Background: an optimization exercise with open tools, aiming at small area. Do not read the settings as production practice.
In this exercise RTL edits were held to simulation tests only and were not proved equivalent to the original.
No activity file was given, so power comes from the tool's default toggle rates.

==> design/flow/design.v <==
`timescale 1ns / 1ps
module Controller (
    input [6:0] Opcode,
    output RegWrite, MemRead, MemWrite
);
    wire r_type = (Opcode == 7'b0110011);
    wire i_type = (Opcode == 7'b0010011);
    assign MemRead  = (Opcode == 7'b0000011);
    assign MemWrite = (Opcode == 7'b0100011);
    assign RegWrite = r_type | i_type | MemRead;
endmodule
`timescale 1ns / 1ps
`timescale 1ns / 1ps
module alu_32 (
    input  wire [31:0] ins,
    input  wire [31:0] A_in, B_reg,
    output wire [31:0] ALU_Out
);
    wire [2:0] f3 = ins[14:12];
    wire st    = ins[5] & ~ins[4];          
    wire ri    = ins[4];                    
    wire selB  = ins[5] & ins[4];           
    wire [11:0] imm = {ins[31:25], st ? ins[11:7] : ins[24:20]};
    wire hi_k  = ~selB & ins[31];           
    wire slt    = ri & (f3 == 3'b010);
    wire sub    = slt | (ri & (f3 == 3'b000) & (ins[31:25] == 7'b0100000));
    wire arith  = st | (f3 == 3'b000) | (f3 == 3'b010);
    wire nor_m  = ~arith & (f3 == 3'b100);
    wire or_m   = ~arith & (f3 == 3'b110);
    wire and_m  = ~arith & ~nor_m & ~or_m;
    wire k_g = or_m | and_m;
    wire k_p = or_m;
    wire k_n = nor_m;
    wire add_m = arith & ~slt;
    wire cinn = ~sub;
    wire hi_ks = hi_k ^ sub;                
    wire [31:0] op2n, b, p, g, gn, tn, sm, sn, ln;
    wire g0c;
    genvar i;
    generate
        for (i = 0; i < 32; i = i + 1) begin : sl
            if (i < 12) begin : lo
                CellMux2i m (.a0(imm[i]), .a1(B_reg[i]), .s(selB), .y(op2n[i]));
                CellXnor2 x (.a(op2n[i]), .b(sub), .y(b[i]));
            end else begin : hi
                CellNand2 m (.a(selB), .b(B_reg[i]), .y(op2n[i]));
                CellXnor2 x (.a(op2n[i]), .b(hi_ks), .y(b[i]));
            end
            CellHa h (.a(A_in[i]), .b(b[i]), .s(p[i]), .c(g[i]));
            CellNand2 gg (.a(A_in[i]), .b(b[i]), .y(gn[i]));
            CellNor2 tt (.a(A_in[i]), .b(b[i]), .y(tn[i]));
            CellA222oi l (.a1(g[i]), .a2(k_g), .b1(p[i]), .b2(k_p), .c1(tn[i]), .c2(k_n), .y(ln[i]));
        end
    endgenerate
    CellO21ai c0 (.a1(tn[0]), .a2(cinn), .b1(gn[0]), .y(g0c));
    wire i_g0c;
    wire G_1_0;
    wire G_3_2;
    wire T_3_2;
    wire G_5_4;
    wire T_5_4;
    wire G_7_6;
    wire T_7_6;
    wire G_9_8;
    wire T_9_8;
    wire G_11_10;
    wire T_11_10;
    wire G_13_12;
    wire T_13_12;
    wire G_15_14;
    wire T_15_14;
    wire G_17_16;
    wire T_17_16;
    wire G_19_18;
    wire T_19_18;
    wire G_21_20;
    wire T_21_20;
    wire G_23_22;
    wire T_23_22;
    wire G_25_24;
    wire T_25_24;
    wire G_27_26;
    wire T_27_26;
    wire G_29_28;
    wire T_29_28;
    wire G_31_30;
    wire T_31_30;
    wire G_3_0;
    wire G_7_4;
    wire T_7_4;
    wire G_11_8;
    wire T_11_8;
    wire G_15_12;
    wire T_15_12;
    wire G_19_16;
    wire T_19_16;
    wire G_23_20;
    wire T_23_20;
    wire G_27_24;
    wire T_27_24;
    wire G_31_28;
    wire T_31_28;
    wire G_7_0;
    wire G_15_8;
    wire T_15_8;
    wire G_23_16;
    wire T_23_16;
    wire G_31_24;
    wire T_31_24;
    wire G_15_0;
    wire G_31_16;
    wire T_31_16;
    wire G_31_0;
    wire i_G_15_0;
    wire G_23_0;
    wire i_G_7_0;
    wire G_11_0;
    wire G_19_0;
    wire G_27_0;
    wire i_G_3_0;
    wire G_5_0;
    wire G_9_0;
    wire G_13_0;
    wire G_17_0;
    wire G_21_0;
    wire i_G_23_0;
    wire G_25_0;
    wire G_29_0;
    wire i_G_1_0;
    wire G_2_0;
    wire G_4_0;
    wire G_6_0;
    wire G_8_0;
    wire G_10_0;
    wire i_G_11_0;
    wire G_12_0;
    wire G_14_0;
    wire G_16_0;
    wire G_18_0;
    wire i_G_19_0;
    wire G_20_0;
    wire G_22_0;
    wire G_24_0;
    wire G_26_0;
    wire i_G_27_0;
    wire G_28_0;
    wire G_30_0;
    CellInv u1 (.a(g0c), .y(i_g0c));
    CellO21ai u2 (.a1(tn[1]), .a2(i_g0c), .b1(gn[1]), .y(G_1_0));
    CellO21ai u3 (.a1(tn[3]), .a2(gn[2]), .b1(gn[3]), .y(G_3_2));
    CellNor2 u4 (.a(tn[3]), .b(tn[2]), .y(T_3_2));
    CellO21ai u5 (.a1(tn[5]), .a2(gn[4]), .b1(gn[5]), .y(G_5_4));
    CellNor2 u6 (.a(tn[5]), .b(tn[4]), .y(T_5_4));
    CellO21ai u7 (.a1(tn[7]), .a2(gn[6]), .b1(gn[7]), .y(G_7_6));
    CellNor2 u8 (.a(tn[7]), .b(tn[6]), .y(T_7_6));
    CellO21ai u9 (.a1(tn[9]), .a2(gn[8]), .b1(gn[9]), .y(G_9_8));
    CellNor2 u10 (.a(tn[9]), .b(tn[8]), .y(T_9_8));
    CellO21ai u11 (.a1(tn[11]), .a2(gn[10]), .b1(gn[11]), .y(G_11_10));
    CellNor2 u12 (.a(tn[11]), .b(tn[10]), .y(T_11_10));
    CellO21ai u13 (.a1(tn[13]), .a2(gn[12]), .b1(gn[13]), .y(G_13_12));
    CellNor2 u14 (.a(tn[13]), .b(tn[12]), .y(T_13_12));
    CellO21ai u15 (.a1(tn[15]), .a2(gn[14]), .b1(gn[15]), .y(G_15_14));
    CellNor2 u16 (.a(tn[15]), .b(tn[14]), .y(T_15_14));
    CellO21ai u17 (.a1(tn[17]), .a2(gn[16]), .b1(gn[17]), .y(G_17_16));
    CellNor2 u18 (.a(tn[17]), .b(tn[16]), .y(T_17_16));
    CellO21ai u19 (.a1(tn[19]), .a2(gn[18]), .b1(gn[19]), .y(G_19_18));
    CellNor2 u20 (.a(tn[19]), .b(tn[18]), .y(T_19_18));
    CellO21ai u21 (.a1(tn[21]), .a2(gn[20]), .b1(gn[21]), .y(G_21_20));
    CellNor2 u22 (.a(tn[21]), .b(tn[20]), .y(T_21_20));
    CellO21ai u23 (.a1(tn[23]), .a2(gn[22]), .b1(gn[23]), .y(G_23_22));
    CellNor2 u24 (.a(tn[23]), .b(tn[22]), .y(T_23_22));
    CellO21ai u25 (.a1(tn[25]), .a2(gn[24]), .b1(gn[25]), .y(G_25_24));
    CellNor2 u26 (.a(tn[25]), .b(tn[24]), .y(T_25_24));
    CellO21ai u27 (.a1(tn[27]), .a2(gn[26]), .b1(gn[27]), .y(G_27_26));
    CellNor2 u28 (.a(tn[27]), .b(tn[26]), .y(T_27_26));
    CellO21ai u29 (.a1(tn[29]), .a2(gn[28]), .b1(gn[29]), .y(G_29_28));
    CellNor2 u30 (.a(tn[29]), .b(tn[28]), .y(T_29_28));
    CellO21ai u31 (.a1(tn[31]), .a2(gn[30]), .b1(gn[31]), .y(G_31_30));
    CellNor2 u32 (.a(tn[31]), .b(tn[30]), .y(T_31_30));
    CellA21oi u33 (.a1(T_3_2), .a2(G_1_0), .b1(G_3_2), .y(G_3_0));
    CellA21oi u34 (.a1(T_7_6), .a2(G_5_4), .b1(G_7_6), .y(G_7_4));
    CellNand2 u35 (.a(T_7_6), .b(T_5_4), .y(T_7_4));
    CellA21oi u36 (.a1(T_11_10), .a2(G_9_8), .b1(G_11_10), .y(G_11_8));
    CellNand2 u37 (.a(T_11_10), .b(T_9_8), .y(T_11_8));
    CellA21oi u38 (.a1(T_15_14), .a2(G_13_12), .b1(G_15_14), .y(G_15_12));
    CellNand2 u39 (.a(T_15_14), .b(T_13_12), .y(T_15_12));
    CellA21oi u40 (.a1(T_19_18), .a2(G_17_16), .b1(G_19_18), .y(G_19_16));
    CellNand2 u41 (.a(T_19_18), .b(T_17_16), .y(T_19_16));
    CellA21oi u42 (.a1(T_23_22), .a2(G_21_20), .b1(G_23_22), .y(G_23_20));
    CellNand2 u43 (.a(T_23_22), .b(T_21_20), .y(T_23_20));
    CellA21oi u44 (.a1(T_27_26), .a2(G_25_24), .b1(G_27_26), .y(G_27_24));
    CellNand2 u45 (.a(T_27_26), .b(T_25_24), .y(T_27_24));
    CellA21oi u46 (.a1(T_31_30), .a2(G_29_28), .b1(G_31_30), .y(G_31_28));
    CellNand2 u47 (.a(T_31_30), .b(T_29_28), .y(T_31_28));
    CellO21ai u48 (.a1(T_7_4), .a2(G_3_0), .b1(G_7_4), .y(G_7_0));
    CellO21ai u49 (.a1(T_15_12), .a2(G_11_8), .b1(G_15_12), .y(G_15_8));
    CellNor2 u50 (.a(T_15_12), .b(T_11_8), .y(T_15_8));
    CellO21ai u51 (.a1(T_23_20), .a2(G_19_16), .b1(G_23_20), .y(G_23_16));
    CellNor2 u52 (.a(T_23_20), .b(T_19_16), .y(T_23_16));
    CellO21ai u53 (.a1(T_31_28), .a2(G_27_24), .b1(G_31_28), .y(G_31_24));
    CellNor2 u54 (.a(T_31_28), .b(T_27_24), .y(T_31_24));
    CellA21oi u55 (.a1(T_15_8), .a2(G_7_0), .b1(G_15_8), .y(G_15_0));
    CellA21oi u56 (.a1(T_31_24), .a2(G_23_16), .b1(G_31_24), .y(G_31_16));
    CellNand2 u57 (.a(T_31_24), .b(T_23_16), .y(T_31_16));
    CellO21ai u58 (.a1(T_31_16), .a2(G_15_0), .b1(G_31_16), .y(G_31_0));
    CellInv u59 (.a(G_15_0), .y(i_G_15_0));
    CellA21oi u60 (.a1(T_23_16), .a2(i_G_15_0), .b1(G_23_16), .y(G_23_0));
    CellInv u61 (.a(G_7_0), .y(i_G_7_0));
    CellO21ai u62 (.a1(T_11_8), .a2(i_G_7_0), .b1(G_11_8), .y(G_11_0));
    CellO21ai u63 (.a1(T_19_16), .a2(G_15_0), .b1(G_19_16), .y(G_19_0));
    CellO21ai u64 (.a1(T_27_24), .a2(G_23_0), .b1(G_27_24), .y(G_27_0));
    CellInv u65 (.a(G_3_0), .y(i_G_3_0));
    CellA21oi u66 (.a1(T_5_4), .a2(i_G_3_0), .b1(G_5_4), .y(G_5_0));
    CellA21oi u67 (.a1(T_9_8), .a2(G_7_0), .b1(G_9_8), .y(G_9_0));
    CellA21oi u68 (.a1(T_13_12), .a2(G_11_0), .b1(G_13_12), .y(G_13_0));
    CellA21oi u69 (.a1(T_17_16), .a2(i_G_15_0), .b1(G_17_16), .y(G_17_0));
    CellA21oi u70 (.a1(T_21_20), .a2(G_19_0), .b1(G_21_20), .y(G_21_0));
    CellInv u71 (.a(G_23_0), .y(i_G_23_0));
    CellA21oi u72 (.a1(T_25_24), .a2(i_G_23_0), .b1(G_25_24), .y(G_25_0));
    CellA21oi u73 (.a1(T_29_28), .a2(G_27_0), .b1(G_29_28), .y(G_29_0));
    CellInv u74 (.a(G_1_0), .y(i_G_1_0));
    CellO21ai u75 (.a1(tn[2]), .a2(i_G_1_0), .b1(gn[2]), .y(G_2_0));
    CellO21ai u76 (.a1(tn[4]), .a2(G_3_0), .b1(gn[4]), .y(G_4_0));
    CellO21ai u77 (.a1(tn[6]), .a2(G_5_0), .b1(gn[6]), .y(G_6_0));
    CellO21ai u78 (.a1(tn[8]), .a2(i_G_7_0), .b1(gn[8]), .y(G_8_0));
    CellO21ai u79 (.a1(tn[10]), .a2(G_9_0), .b1(gn[10]), .y(G_10_0));
    CellInv u80 (.a(G_11_0), .y(i_G_11_0));
    CellO21ai u81 (.a1(tn[12]), .a2(i_G_11_0), .b1(gn[12]), .y(G_12_0));
    CellO21ai u82 (.a1(tn[14]), .a2(G_13_0), .b1(gn[14]), .y(G_14_0));
    CellO21ai u83 (.a1(tn[16]), .a2(G_15_0), .b1(gn[16]), .y(G_16_0));
    CellO21ai u84 (.a1(tn[18]), .a2(G_17_0), .b1(gn[18]), .y(G_18_0));
    CellInv u85 (.a(G_19_0), .y(i_G_19_0));
    CellO21ai u86 (.a1(tn[20]), .a2(i_G_19_0), .b1(gn[20]), .y(G_20_0));
    CellO21ai u87 (.a1(tn[22]), .a2(G_21_0), .b1(gn[22]), .y(G_22_0));
    CellO21ai u88 (.a1(tn[24]), .a2(G_23_0), .b1(gn[24]), .y(G_24_0));
    CellO21ai u89 (.a1(tn[26]), .a2(G_25_0), .b1(gn[26]), .y(G_26_0));
    CellInv u90 (.a(G_27_0), .y(i_G_27_0));
    CellO21ai u91 (.a1(tn[28]), .a2(i_G_27_0), .b1(gn[28]), .y(G_28_0));
    CellO21ai u92 (.a1(tn[30]), .a2(G_29_0), .b1(gn[30]), .y(G_30_0));
    CellXor2 s1 (.a(p[1]), .b(g0c), .y(sm[1]));
    CellNand2 q1 (.a(sm[1]), .b(add_m), .y(sn[1]));
    CellNand2 r1 (.a(ln[1]), .b(sn[1]), .y(ALU_Out[1]));
    CellXor2 s2 (.a(p[2]), .b(G_1_0), .y(sm[2]));
    CellNand2 q2 (.a(sm[2]), .b(add_m), .y(sn[2]));
    CellNand2 r2 (.a(ln[2]), .b(sn[2]), .y(ALU_Out[2]));
    CellXor2 s3 (.a(p[3]), .b(G_2_0), .y(sm[3]));
    CellNand2 q3 (.a(sm[3]), .b(add_m), .y(sn[3]));
    CellNand2 r3 (.a(ln[3]), .b(sn[3]), .y(ALU_Out[3]));
    CellXnor2 s4 (.a(p[4]), .b(G_3_0), .y(sm[4]));
    CellNand2 q4 (.a(sm[4]), .b(add_m), .y(sn[4]));
    CellNand2 r4 (.a(ln[4]), .b(sn[4]), .y(ALU_Out[4]));
    CellXor2 s5 (.a(p[5]), .b(G_4_0), .y(sm[5]));
    CellNand2 q5 (.a(sm[5]), .b(add_m), .y(sn[5]));
    CellNand2 r5 (.a(ln[5]), .b(sn[5]), .y(ALU_Out[5]));
    CellXnor2 s6 (.a(p[6]), .b(G_5_0), .y(sm[6]));
    CellNand2 q6 (.a(sm[6]), .b(add_m), .y(sn[6]));
    CellNand2 r6 (.a(ln[6]), .b(sn[6]), .y(ALU_Out[6]));
    CellXor2 s7 (.a(p[7]), .b(G_6_0), .y(sm[7]));
    CellNand2 q7 (.a(sm[7]), .b(add_m), .y(sn[7]));
    CellNand2 r7 (.a(ln[7]), .b(sn[7]), .y(ALU_Out[7]));
    CellXor2 s8 (.a(p[8]), .b(G_7_0), .y(sm[8]));
    CellNand2 q8 (.a(sm[8]), .b(add_m), .y(sn[8]));
    CellNand2 r8 (.a(ln[8]), .b(sn[8]), .y(ALU_Out[8]));
    CellXor2 s9 (.a(p[9]), .b(G_8_0), .y(sm[9]));
    CellNand2 q9 (.a(sm[9]), .b(add_m), .y(sn[9]));
    CellNand2 r9 (.a(ln[9]), .b(sn[9]), .y(ALU_Out[9]));
    CellXnor2 s10 (.a(p[10]), .b(G_9_0), .y(sm[10]));
    CellNand2 q10 (.a(sm[10]), .b(add_m), .y(sn[10]));
    CellNand2 r10 (.a(ln[10]), .b(sn[10]), .y(ALU_Out[10]));
    CellXor2 s11 (.a(p[11]), .b(G_10_0), .y(sm[11]));
    CellNand2 q11 (.a(sm[11]), .b(add_m), .y(sn[11]));
    CellNand2 r11 (.a(ln[11]), .b(sn[11]), .y(ALU_Out[11]));
    CellXor2 s12 (.a(p[12]), .b(G_11_0), .y(sm[12]));
    CellNand2 q12 (.a(sm[12]), .b(add_m), .y(sn[12]));
    CellNand2 r12 (.a(ln[12]), .b(sn[12]), .y(ALU_Out[12]));
    CellXor2 s13 (.a(p[13]), .b(G_12_0), .y(sm[13]));
    CellNand2 q13 (.a(sm[13]), .b(add_m), .y(sn[13]));
    CellNand2 r13 (.a(ln[13]), .b(sn[13]), .y(ALU_Out[13]));
    CellXnor2 s14 (.a(p[14]), .b(G_13_0), .y(sm[14]));
    CellNand2 q14 (.a(sm[14]), .b(add_m), .y(sn[14]));
    CellNand2 r14 (.a(ln[14]), .b(sn[14]), .y(ALU_Out[14]));
    CellXor2 s15 (.a(p[15]), .b(G_14_0), .y(sm[15]));
    CellNand2 q15 (.a(sm[15]), .b(add_m), .y(sn[15]));
    CellNand2 r15 (.a(ln[15]), .b(sn[15]), .y(ALU_Out[15]));
    CellXnor2 s16 (.a(p[16]), .b(G_15_0), .y(sm[16]));
    CellNand2 q16 (.a(sm[16]), .b(add_m), .y(sn[16]));
    CellNand2 r16 (.a(ln[16]), .b(sn[16]), .y(ALU_Out[16]));
    CellXor2 s17 (.a(p[17]), .b(G_16_0), .y(sm[17]));
    CellNand2 q17 (.a(sm[17]), .b(add_m), .y(sn[17]));
    CellNand2 r17 (.a(ln[17]), .b(sn[17]), .y(ALU_Out[17]));
    CellXnor2 s18 (.a(p[18]), .b(G_17_0), .y(sm[18]));
    CellNand2 q18 (.a(sm[18]), .b(add_m), .y(sn[18]));
    CellNand2 r18 (.a(ln[18]), .b(sn[18]), .y(ALU_Out[18]));
    CellXor2 s19 (.a(p[19]), .b(G_18_0), .y(sm[19]));
    CellNand2 q19 (.a(sm[19]), .b(add_m), .y(sn[19]));
    CellNand2 r19 (.a(ln[19]), .b(sn[19]), .y(ALU_Out[19]));
    CellXor2 s20 (.a(p[20]), .b(G_19_0), .y(sm[20]));
    CellNand2 q20 (.a(sm[20]), .b(add_m), .y(sn[20]));
    CellNand2 r20 (.a(ln[20]), .b(sn[20]), .y(ALU_Out[20]));
    CellXor2 s21 (.a(p[21]), .b(G_20_0), .y(sm[21]));
    CellNand2 q21 (.a(sm[21]), .b(add_m), .y(sn[21]));
    CellNand2 r21 (.a(ln[21]), .b(sn[21]), .y(ALU_Out[21]));
    CellXnor2 s22 (.a(p[22]), .b(G_21_0), .y(sm[22]));
    CellNand2 q22 (.a(sm[22]), .b(add_m), .y(sn[22]));
    CellNand2 r22 (.a(ln[22]), .b(sn[22]), .y(ALU_Out[22]));
    CellXor2 s23 (.a(p[23]), .b(G_22_0), .y(sm[23]));
    CellNand2 q23 (.a(sm[23]), .b(add_m), .y(sn[23]));
    CellNand2 r23 (.a(ln[23]), .b(sn[23]), .y(ALU_Out[23]));
    CellXnor2 s24 (.a(p[24]), .b(G_23_0), .y(sm[24]));
    CellNand2 q24 (.a(sm[24]), .b(add_m), .y(sn[24]));
    CellNand2 r24 (.a(ln[24]), .b(sn[24]), .y(ALU_Out[24]));
    CellXor2 s25 (.a(p[25]), .b(G_24_0), .y(sm[25]));
    CellNand2 q25 (.a(sm[25]), .b(add_m), .y(sn[25]));
    CellNand2 r25 (.a(ln[25]), .b(sn[25]), .y(ALU_Out[25]));
    CellXnor2 s26 (.a(p[26]), .b(G_25_0), .y(sm[26]));
    CellNand2 q26 (.a(sm[26]), .b(add_m), .y(sn[26]));
    CellNand2 r26 (.a(ln[26]), .b(sn[26]), .y(ALU_Out[26]));
    CellXor2 s27 (.a(p[27]), .b(G_26_0), .y(sm[27]));
    CellNand2 q27 (.a(sm[27]), .b(add_m), .y(sn[27]));
    CellNand2 r27 (.a(ln[27]), .b(sn[27]), .y(ALU_Out[27]));
    CellXor2 s28 (.a(p[28]), .b(G_27_0), .y(sm[28]));
    CellNand2 q28 (.a(sm[28]), .b(add_m), .y(sn[28]));
    CellNand2 r28 (.a(ln[28]), .b(sn[28]), .y(ALU_Out[28]));
    CellXor2 s29 (.a(p[29]), .b(G_28_0), .y(sm[29]));
    CellNand2 q29 (.a(sm[29]), .b(add_m), .y(sn[29]));
    CellNand2 r29 (.a(ln[29]), .b(sn[29]), .y(ALU_Out[29]));
    CellXnor2 s30 (.a(p[30]), .b(G_29_0), .y(sm[30]));
    CellNand2 q30 (.a(sm[30]), .b(add_m), .y(sn[30]));
    CellNand2 r30 (.a(ln[30]), .b(sn[30]), .y(ALU_Out[30]));
    CellXor2 s31 (.a(p[31]), .b(G_30_0), .y(sm[31]));
    CellNand2 q31 (.a(sm[31]), .b(add_m), .y(sn[31]));
    CellNand2 r31 (.a(ln[31]), .b(sn[31]), .y(ALU_Out[31]));
    wire c32 = G_31_0;
    wire lt = p[31] ^ c32;
    wire l0 = ~ln[0] | (lt & slt);
    assign ALU_Out[0] = add_m ? (p[0] ^ sub) : l0;
endmodule
module CellInv (input a, output y);            assign y = ~a;                 endmodule
module CellNand2 (input a, b, output y);       assign y = ~(a & b);           endmodule
module CellNor2 (input a, b, output y);        assign y = ~(a | b);           endmodule
module CellXor2 (input a, b, output y);        assign y = a ^ b;              endmodule
module CellXnor2 (input a, b, output y);       assign y = ~(a ^ b);           endmodule
module CellHa (input a, b, output s, c);       assign s = a ^ b; assign c = a & b; endmodule
module CellMux2i (input a0, a1, s, output y);  assign y = ~(s ? a1 : a0);     endmodule
module CellA21oi (input a1, a2, b1, output y); assign y = ~((a1 & a2) | b1);  endmodule
module CellO21ai (input a1, a2, b1, output y); assign y = ~((a1 | a2) & b1);  endmodule
module CellA222oi (input a1, a2, b1, b2, c1, c2, output y);
    assign y = ~((a1 & a2) | (b1 & b2) | (c1 & c2));
endmodule
`timescale 1ns / 1ps
module RegFile(
    input clk, reset, rg_wrt_en,
    input [4:0] rg_rd_addr1, rg_rd_addr2, rg_wrt_addr,
    input [31:0] rg_wrt_data,
    output wire [31:0] rg_rd_data1, rg_rd_data2
    );
    wire [31:0] we, hold;
    wire [31:0] sel1, sel2;
    wire [1023:0] q;
    WriteDec wdec (
        .reset(reset), .en(rg_wrt_en), .addr(rg_wrt_addr),
        .we(we), .hold(hold)
    );
    ReadDec rdec1 (.addr(rg_rd_addr1), .sel(sel1));
    ReadDec rdec2 (.addr(rg_rd_addr2), .sel(sel2));
    genvar k, j;
    generate
        for (k = 0; k < 32; k = k + 1) begin : row
            for (j = 0; j < 32; j = j + 1) begin : b
                RegBit r (
                    .clk(clk), .we(we[k]), .hold(hold[k]),
                    .d(rg_wrt_data[j]), .q(q[32*k + j])
                );
            end
        end
    endgenerate
    ReadMux rmux1 (.sel(sel1), .q(q), .y(rg_rd_data1));
    ReadMux rmux2 (.sel(sel2), .q(q), .y(rg_rd_data2));
endmodule
module WriteDec (
    input reset, en,
    input [4:0] addr,
    output [31:0] we, hold
);
    wire wen = en & ~reset;
    wire resetn = ~reset;
    wire [3:0] ph = {wen & addr[4] & addr[3], wen & addr[4] & ~addr[3],
                     wen & ~addr[4] & addr[3], wen & ~addr[4] & ~addr[3]};
    wire [7:0] pl;
    genvar k;
    generate
        for (k = 0; k < 8; k = k + 1) begin : lo
            assign pl[k] = (addr[2:0] == k);
        end
        for (k = 0; k < 32; k = k + 1) begin : dec
            wire nwe;
            AND2 w (.a(ph[k / 8]), .b(pl[k % 8]), .y(we[k]));
            NAND2 n (.a(ph[k / 8]), .b(pl[k % 8]), .y(nwe));
            AND2 h (.a(nwe), .b(resetn), .y(hold[k]));
        end
    endgenerate
endmodule
module ReadDec (
    input [4:0] addr,
    output [31:0] sel
);
    wire [3:0] ph;
    wire [7:0] pl;
    genvar k;
    generate
        for (k = 0; k < 4; k = k + 1) begin : hi
            assign ph[k] = (addr[4:3] == k);
        end
        for (k = 0; k < 8; k = k + 1) begin : lo
            assign pl[k] = (addr[2:0] == k);
        end
        for (k = 0; k < 32; k = k + 1) begin : dec
            AND2 a (.a(ph[k / 8]), .b(pl[k % 8]), .y(sel[k]));
        end
    endgenerate
endmodule
module AND2 (input a, b, output y);
    assign y = a & b;
endmodule
module NAND2 (input a, b, output y);
    assign y = ~(a & b);
endmodule
module RegBit (
    input clk, we, hold, d,
    output reg q
);
    always @ (posedge clk)
        q <= (d & we) | (q & hold);
endmodule
module ReadMux (
    input [31:0] sel,
    input [1023:0] q,
    output [31:0] y
);
    genvar j;
    generate
        for (j = 0; j < 32; j = j + 1) begin : bs
            wire [31:0] col;
            genvar k;
            for (k = 0; k < 32; k = k + 1) begin : c
                assign col[k] = q[32*k + j];
            end
            ReadSlice s (.sel(sel), .d(col), .y(y[j]));
        end
    endgenerate
endmodule
module ReadSlice (
    input [31:0] sel,
    input [31:0] d,
    output y
);
    wire [10:0] n;
    wire [1:0] o;
    genvar g;
    generate
        for (g = 0; g < 10; g = g + 1) begin : grp
            AOI222 u (.a1(sel[3*g]), .a2(d[3*g]), .b1(sel[3*g+1]), .b2(d[3*g+1]),
                      .c1(sel[3*g+2]), .c2(d[3*g+2]), .y(n[g]));
        end
    endgenerate
    NAND4 u11 (.a(n[0]), .b(n[1]), .c(n[2]), .d(n[3]), .y(o[0]));
    NAND4 u12 (.a(n[4]), .b(n[5]), .c(n[6]), .d(n[7]), .y(o[1]));
    ReadTail u13 (.o0(o[0]), .o1(o[1]), .n8(n[8]), .n9(n[9]),
                  .s30(sel[30]), .d30(d[30]), .s31(sel[31]), .d31(d[31]), .y(y));
endmodule
module AOI222 (input a1, a2, b1, b2, c1, c2, output y);
    assign y = ~((a1 & a2) | (b1 & b2) | (c1 & c2));
endmodule
module ReadTail (input o0, o1, n8, n9, s30, d30, s31, d31, output y);
    assign y = o0 | o1 | ~n8 | ~n9 | (s30 & d30) | (s31 & d31);
endmodule
module NAND4 (input a, b, c, d, output y);
    assign y = ~(a & b & c & d);
endmodule
`timescale 1ns / 1ps
module PCReg (input clk, reset, output [7:0] pc);
    reg [5:0] q;
    always @ (posedge clk)
        if (reset) q <= 6'd0;
        else       q <= q + 6'd1;
    assign pc = {q, 2'b00};
endmodule
`timescale 1ns / 1ps
`timescale 1ns / 1ps
module MUX21 (
    input  S,
    input [31:0] D1, D2,
    output [31:0] Y
);
    assign Y = S ? D2 : D1;
endmodule
`timescale 1ns / 1ps
`timescale 1ns / 1ps
module processor (
    input clk, reset,
    output [31:0] Result,        
    output [7:0] pc,             
    input [31:0] instruction,    
    output mem_read,             
    output mem_write,            
    output [31:0] mem_wdata,     
    input [31:0] mem_rdata       
);
    wire        reg_write;
    wire [31:0] reg1, reg2, wb_data;
    Controller controller (
        .Opcode(instruction[6:0]),
        .RegWrite(reg_write),
        .MemRead(mem_read),
        .MemWrite(mem_write)
    );
    PCReg pc_reg (
        .clk(clk),
        .reset(reset),
        .pc(pc)
    );
    RegFile reg_file (
        .clk(clk),
        .reset(reset),
        .rg_wrt_en(reg_write),
        .rg_rd_addr1(instruction[19:15]),
        .rg_rd_addr2(instruction[24:20]),
        .rg_wrt_addr(instruction[11:7]),
        .rg_wrt_data(wb_data),
        .rg_rd_data1(reg1),
        .rg_rd_data2(reg2)
    );
    alu_32 alu (
        .ins(instruction),
        .A_in(reg1),
        .B_reg(reg2),
        .ALU_Out(Result)
    );
    assign mem_wdata = reg2;
    MUX21 wb_mux (
        .S(instruction[4]),
        .D1(mem_rdata),
        .D2(Result),
        .Y(wb_data)
    );
endmodule
==> design/flow/flow/run.sh <==
#!/bin/bash
set -euo pipefail
export BUFFER_PORTS_ARGS="-buffer_cell sky130_fd_sc_hd__buf_1"
export CTS_ARGS="-sink_clustering_enable -repair_clock_nets -sink_clustering_size 26 -sink_clustering_max_diameter 100 -dont_use_dummy_load"
bash standard.sh > standard.log 2>&1
==> design/flow/standard.sh <==
#!/bin/bash
# synth_recipe.tcl (not shown) runs the flow's synth.tcl, then flattens the netlist and writes it again
# the make line also repeats each setting of config.mk as NAME=value (left out here)
make -C /OpenROAD-flow-scripts/flow DESIGN_CONFIG=/design/flow/config.mk WORK_HOME=/design/flow/orfs CLKGATE_MAP_FILE= SYNTH_SCRIPT=/design/flow/synth_recipe.tcl "${@:-finish}"
==> design/flow/config.mk <==
export PLATFORM = sky130hd
export DESIGN_NAME = processor
export DESIGN_NICKNAME = processor
export VERILOG_FILES = /design/flow/design.v
export SDC_FILE = /design/flow/constraint.sdc
export NUM_CORES = 4
export LEC_CHECK = 0
export CAP_MARGIN = 10
export CORE_MARGIN = 2
export CORE_UTILIZATION = 45
export CTS_CLUSTER_DIAMETER = 100
export CTS_CLUSTER_SIZE = 26
export SLEW_MARGIN = 10
export SYNTH_HIERARCHICAL = 1
==> design/flow/constraint.sdc <==
create_clock -name core_clock -period 14.0 [get_ports {clk}]
set_input_delay 2.8000 -clock core_clock [delete_from_list [all_inputs] [get_ports {clk}]]
set_output_delay 2.8000 -clock core_clock [all_outputs]
set_load 0.01 [all_outputs]
==> results.ini, run 1 <==
[global_route]
grt_pass1_vias = 38770
grt_first_pass_wirelength_mm = 279
grtUsageTotal_pct = 38.4
grt_overflow = 0
grt_start_max_net_pins = 40
antenna_found_initial = 14

[yosys]
synth_cells = 3682
ys_seq_elements = 1030
synth-async-reset-ratio_pct = 0
synth_area_per_cell_sq_um = 11.5
synth_cell_types = 46
synth_edf_count = 0
synth-seq-area-share_pct = 48.5
yosysWarnings = 8
syn-cell-area_sq_mm = 0.0425
synth_ff_type = dfxtp_1

[timing]
fin_crit_sh_pct = 81.5
tightest_slew_ns = 1.20
setup-violations-final = 0
fin_setup_tns_ns = 0
hold_viol_final = 0
rsz0062_at_grt = no
finClkSkew_ns = 0.0493
fmax_mhz = 87.6
drv_slew = 0
layout_min_cycle_time_ns = 11.41
relSlewSlack_pct = 19.9

[critical_path]
cp-start-kind = input pin
cp.required_ns = 11.20
arrival_ns = 8.61
critPathSlowestCell = and2_1
crit_path_max_fanout = 18
critPathKind = in -> out
max_stage_delay_ns = 0.73
end_kind = output pin
startpoint = instruction[20]
path_common_cell = o21ai_1
timing.rr.start = reg_file.row[21].b[1].r.q

[run]
max-cap-violations = 0

[cts]
cts_resized = 0
cts.sinks = 1030
hold_buffers = 0
cts_tree = built
clk_latency_ns = 0.66
cts.clk_slew.worst_paths_ns = 0.11
cts_buffer_depth = 3
tritoncts.num_buffers = 46
h-tree-depth = 2
cts_setup_buffers = 0
cts_root_buffer = clkbuf_16

[power]
p_total_mw = 4.90
p_per_area_mw_per_mm2 = 106
leakage_nw = 16.1
peakVddDrop_mv = 0.111

[floorplanning]
dieArea_sq_mm = 0.0970
io_pins = 140
die_x_um = 311
rows = 112
core_area_sq_mm = 0.0935
dieHeight_um = 311
start_util_pct = 45.5

[finish]
layout.nets = 4028
final_area_sq_mm = 0.0463
final_cells = 5194
area_growth_pct = 8.99
drive_gt1_share_pct = 6.77

[drt]
num_vias = 41964
post_drt_wl_per_cell_um = 38.1
drtIter0Drc = 10117
drc = 0
antenna_left = 0
finalWirelength_mm = 198
firstDrtPassIters = 13
routed_via_density = 8.08

[placed_design]
io_buffers = 137
dp_cells = 5135
placed_cell_area_sq_mm = 0.0452
dp_hpwl_mm = 113
place.gp.congestion = 0.934

[worst_hold_path]
hold_class = reg -> reg
hp-start = pc_reg.q[0]

[run_status]
status = finished clean

layer usage:
metal	share of wire, %	global-route usage (%)
met5	0.17	2.17
met2	41	54.9
met3	16	15.9
met1	36	48.6
met4	6.3	21.6
placed cells by master (no fill, tap or decap), types with 4 or more instances in the layout:
cell / n
buf_1: 136
nor3_1: 4
mux2_4: 30
and2_2: 75
nor2_1: 124
nor3b_1: 9
mux2_1: 4
a22o_1: 1024
xor2_1: 24
nand2b_1: 5
a21oi_2: 19
dfxtp_1: 1030
buf_4: 68
and2_1: 56
xnor2_1: 44
o21ai_1: 40
nand2_1: 156
mux2i_1: 13
nand4_1: 192
inv_1: 12
nor2b_1: 5
ha_1: 33
a22oi_1: 64
diode_2: 13
clkbuf_16: 46
a222oi_1: 672
and3b_2: 9
worst max-delay path: cells and delay by family:
kind	cells	cell delay, ns
multiplexers	1	0.10
buffers and inverters	5	1.11
XOR/XNOR	2	0.42
AO/OA/AOI/OAI	10	2.28
AND/OR/NAND/NOR	8	1.89
flip-flops by register name (all words and copies together) (netlist names):
register,flops
reg_file.row.b.r.q,1024
pc_reg.q,6
final cells by class:
| type | instances | area, sq um |
|---|---|---|
| timing repair buffer | 205 | 1030 |
| sequential | 1030 | 20600 |
| fill | 8414 | 47100 |
| tap | 1254 | 1570 |
| clock buffer | 46 | 1150 |
| antenna | 13 | 32.5 |
| inverter | 12 | 45.0 |
| multi-input combinational | 2634 | 21900 |
cells in the mapped netlist (2+ instances only):
master,n,share of area [%]
o21ai_1,40,0.47
mux2_1,4,0.11
buf_4,2,0.035
a21oi_2,19,0.39
and4bb_2,2,0.059
mux2_4,30,1.1
dfxtp_1,1030,48
nor3_1,5,0.059
nand3_1,2,0.024
inv_1,12,0.11
and3_2,3,0.053
nor4b_1,2,0.041
mux2_2,3,0.079
buf_12,3,0.14
nand2b_1,5,0.074
a22oi_1,64,1.1
xor2_1,24,0.49
nor2b_1,5,0.074
a22o_1,1024,21
nand4_1,192,2.8
nor2_1,126,1.1
mux2i_1,13,0.31
nor3b_1,9,0.16
nand2_1,156,1.4
and3b_2,9,0.21
and2_1,131,1.9
ha_1,33,0.97
xnor2_1,45,0.93
a222oi_1,672,16
per-module statistics from Yosys (local to each module, per instance), a selection:
module	cell area, sq um	times used	cells inside
NAND4	6.26	128	1
ReadDec	87.6	2	12
alu_32	250	1	32
AND2	6.26	128	1
CellNor2	3.75	50	1
CellInv	3.75	9	1
PCReg	248	1	25
NAND2	3.75	32	1
ReadTail	17.5	64	3
WriteDec	119	1	13
MUX21	544	1	36
AOI222	10.0	640	1
CellXor2	8.76	21	1
Controller	41.3	1	6
CellA21oi	8.76	18	1
CellA222oi	10.0	32	1
path summary, 6_finish.rpt:
check / to / slack [ns] / cells after the start
worst max register to register: reg_file.row[27].b[31].r.q / 8.10 / 21
worst min-delay path: pc_reg.q[0] / 0.50 / 1
worst max-delay path: Result[31] / 2.59 / 26
worst min register to register: pc_reg.q[0] / 0.50 / 1
stage by stage:
step,hold WS (ns),util (%),setup WS [ns]
floorplan,0.462,-,4.02
global placement,0.453,48.3,3.01
detailed placement,0.478,48.3,2.84
CTS,0.502,49.5,2.81
global route,0.512,49.6,2.24
finish,0.498,49.6,2.59
power breakdown:
part           internal, mW  switching (mW)
Clock                 0.592           0.949
Combinational        0.0697           0.360
Sequential             2.93         0.00189
cells by family after synthesis:
family,after synthesis,share of synthesized area [%]
other,1,0.00882
DFF,1030,48.5
AOI/OAI and AO/OA,1823,39.0
xor gates and xnor gates,69,1.42
buffers and inverters,19,0.321
adders and majority gates,33,0.971
and+or+nand+nor,657,8.27
muxes,50,1.55
==> inputs of run 2 (changes only) <==
--- a/design/flow/config.mk
+++ b/design/flow/config.mk
@@ -5,10 +5,10 @@
 export SDC_FILE = /design/flow/constraint.sdc
 export NUM_CORES = 4
 export LEC_CHECK = 0
-export CAP_MARGIN = 10
+export CAP_MARGIN = 5
 export CORE_MARGIN = 2
 export CORE_UTILIZATION = 45
 export CTS_CLUSTER_DIAMETER = 100
 export CTS_CLUSTER_SIZE = 26
-export SLEW_MARGIN = 10
+export SLEW_MARGIN = 5
 export SYNTH_HIERARCHICAL = 1
==> run 2 against run 1 <==
  * Setup slack stayed put
  * Via count stayed put
  * Critical path type unchanged
  * Largest power group unchanged
  * Critical endpoint unchanged
  * Largest cell class unchanged
  * Synthesized cell count stayed put
  * Routed wire length stayed put
  * Utilization stayed put
  * Combinational power hardly changed
==> results.ini, run 2 <==
[run_status]
status = finished clean

[drt]
num_vias = 41964
drtIter0Drc = 10117
post_drt_wl_per_cell_um = 38.1
drc = 0
routed_via_density = 8.08
antenna_left = 0
firstDrtPassIters = 13
finalWirelength_mm = 198

[worst_hold_path]
hp-start = pc_reg.q[0]
hold_class = reg -> reg
hold_depth = 1
hold_end = pc_reg.q[0]

[cts]
cts.sinks = 1030
cts_setup_buffers = 0
cts_root_buffer = clkbuf_16
clk_latency_ns = 0.66
cts_tree = built
cts_resized = 0
cts_buffer_depth = 3
cts.clk_slew.worst_paths_ns = 0.11
h-tree-depth = 2
tritoncts.num_buffers = 46
hold_buffers = 0

[power]
switchingPower_mw = 1.31
seqPwrFrac_pct = 59.8
p_total_mw = 4.90
peakVddDrop_mv = 0.111
clock_power_share_pct = 31.4
p_int_mw = 3.59
netSwitchingFraction_pct = 26.7
p_comb_share_pct = 8.8
p_per_area_mw_per_mm2 = 106
leakage_nw = 16.1

[run]
max-cap-violations = 0

[timing]
finClkSkew_ns = 0.0493
fin_crit_sh_pct = 81.5
drv_slew = 0
fin_setup_tns_ns = 0
tightest_slew_ns = 1.20
fmax_mhz = 87.6
layout_min_cycle_time_ns = 11.41
relSlewSlack_pct = 19.9
rsz0062_at_grt = no
fin_ws_ns = 2.59
hold_viol_final = 0
setup-violations-final = 0

[critical_path]
worstRegToRegCells = 21
r2r_slack_ns = 8.10
critPathKind = in -> out
startpoint = instruction[20]
arrival_ns = 8.61
crit_path_max_fanout = 18
timing.rr.start = reg_file.row[21].b[1].r.q
cp.required_ns = 11.20
end_kind = output pin
rr_endpoint = reg_file.row[27].b[31].r.q
cp-start-kind = input pin

[finish]
final_cell_mix = 1,030 x dfxtp_1, 1,024 x a22o_1, 672 x a222oi_1
drive_gt1_share_pct = 6.77
final_common_cell = dfxtp_1
fillers = 8414
top_regs = reg_file.row.b.r.q x1024, pc_reg.q x6
largest_reg_flops = 1024
top_register = reg_file.row.b.r.q
layout.nets = 4028
area_growth_pct = 8.99

[yosys]
synth_cell_types = 46
synth_top_area_share_pct = 48.5
ys_seq_elements = 1030
synth_top_area_cell = dfxtp_1
yosysWarnings = 8
synth_cells = 3682
synth_edf_count = 0
synth_ff_type = dfxtp_1
synth.most_common_cell = dfxtp_1
synth_common_cells = 1,030 x dfxtp_1, 1,024 x a22o_1, 672 x a222oi_1, 192 x nand4_1, 156 x nand2_1
synth_area_leaders = dfxtp_1 48%, a22o_1 21%, a222oi_1 16%
synth_area_per_cell_sq_um = 11.5
synth-seq-area-share_pct = 48.5
syn-cell-area_sq_mm = 0.0425
synth-async-reset-ratio_pct = 0

[global_route]
grt_overflow = 0
grt_first_pass_wirelength_mm = 279
grt_pass1_vias = 38770
grtUsageTotal_pct = 38.4
antenna_found_initial = 14
grt_start_max_net_pins = 40

[floorplanning]
dieHeight_um = 311
core_area_sq_mm = 0.0935
dieArea_sq_mm = 0.0970
die_x_um = 311
start_util_pct = 45.5
io_pins = 140
rows = 112

[placed_design]
io_buffers = 137
post-place-ws_ns = 2.84
dp_hpwl_mm = 113
place.gp.congestion = 0.934

[run 2: worst max path at each step]
stage                      end  depth (start not counted)  slack, ns
floorplan           Result[31]                         17       4.02
global placement    Result[23]                         24       3.01
detailed placement  Result[31]                         26       2.84
CTS                 Result[31]                         26       2.81
global route        Result[31]                         26       2.24
finish              Result[31]                         26       2.59
[run 2: per-module statistics from Yosys, one instance, submodules excluded, a selection]
| module | cells | copies in the design |
|---|---|---|
| MUX21 | 36 | 1 |
| PCReg | 25 | 1 |
| ReadTail | 3 | 64 |
| AOI222 | 1 | 640 |
| CellA222oi | 1 | 32 |
| CellXor2 | 1 | 21 |
| NAND4 | 1 | 128 |
| CellO21ai | 1 | 40 |
| CellNand2 | 1 | 122 |
[run 2: through the flow]
stage	hold slack, ns	cell area, sq um	util (%)	std cells
final	0.498	46300	49.6	5194
after global routing	0.512	46300	49.6	5184
after CTS	0.502	46300	49.5	5181
after detailed placement	0.478	45200	48.3	5135
after global placement	0.453	45200	48.3	5135
after floorplan	0.462	42500	-	3683
[run 2: critical path: stages]
cell,delay [ns]
buf_1,0.26
nor3b_1,0.39
and2_1,0.73
buf_4,0.45
a222oi_1,0.17
nand4_1,0.26
nor2_1,0.10
nand4_1,0.13
mux2i_1,0.10
xnor2_1,0.26
nor2_1,0.10
o21ai_1,0.22
inv_1,0.08
o21ai_1,0.28
a21oi_2,0.17
o21ai_1,0.45
a21oi_2,0.24
inv_1,0.16
a21oi_2,0.10
o21ai_1,0.36
a21oi_2,0.12
o21ai_1,0.17
xor2_1,0.16
nand2_1,0.08
nand2_1,0.10
buf_1,0.16
[run 2: power by group through the flow]
stage / Clock [mW] / Combinational (mW) / Sequential, mW
finish: 1.54 / 0.430 / 2.93
global route: 1.65 / 0.435 / 2.93
floorplan: 0 / 0.213 / 3.00
detailed placement: 0 / 0.408 / 3.00
global placement: 0 / 0.408 / 3.00
CTS: 1.55 / 0.409 / 2.93
[run 2: area by class of cell]
type	count	area (sq um)	share of cell area (%)
Timing Repair Buffer	205	1030	2.21
Clock buffer	46	1150	2.48
Inverter	12	45.0	0.0972
Multi-Input combinational cell	2634	21900	47.3
Sequential cell	1030	20600	44.5
Antenna cell	13	32.5	0.0702
Tap cell	1254	1570	3.39
[run 2: kinds of logic (layout without fill, tap and decap cells)]
kind of cell	after synthesis	count (layout)	synth area share [%]
XOR/XNOR	69	69	1.42
AO/OA/AOI/OAI	1823	1823	39.0
AND/OR/NAND/NOR	657	657	8.27
multiplexers	50	50	1.55
buffers and inverters	19	263	0.321
flip-flops	1030	1030	48.5
adder cells (fa/ha/maj)	33	33	0.971
other	1	15	0.00882
[run 2: per-layer routing]
metal / vias to the layer above / share of wire [%] / track usage (%)
li1: 17085 / - / -
met1: 20551 / 36 / 48.6
met2: 3634 / 41 / 54.9
met3: 684 / 16 / 15.9
met4: 10 / 6.3 / 21.6
met5: - / 0.17 / 2.17

## re-timing with driven ports
No port has a modelled driver above. Below, the same layouts with a new extraction and two added sets of constraints. Step 1 sets driving cells, clkbuf_16 on the clock port and buf_2 on the other inputs (assumed; they add their load-dependent delay and slew). Step 2 adds t to the input delays and takes it off the output delays; t is the mean of the earliest and latest rising clock arrival at the registers after step 1. Input paths then give back, and output paths get back, about the clock's delay inside the block. Slacks: ideal ports / drivers / drivers and shift; pairs: ideal ports / drivers.
| run | shift t [ns] | slack for setup (ns) | hold WS [ns] | worst setup path after step 2 | cell pins on the clock port's net |
|---|---|---|---|---|---|
| run 1 | 0.708 | 2.586 / 2.476 / 2.476 | 0.498 / 0.498 / 0.498 | input to output | 1 |
| run 2 | 0.708 | 2.586 / 2.476 / 2.476 | 0.498 / 0.498 / 0.498 | input to output | 1 |
After both steps every run listed still meets setup and hold.
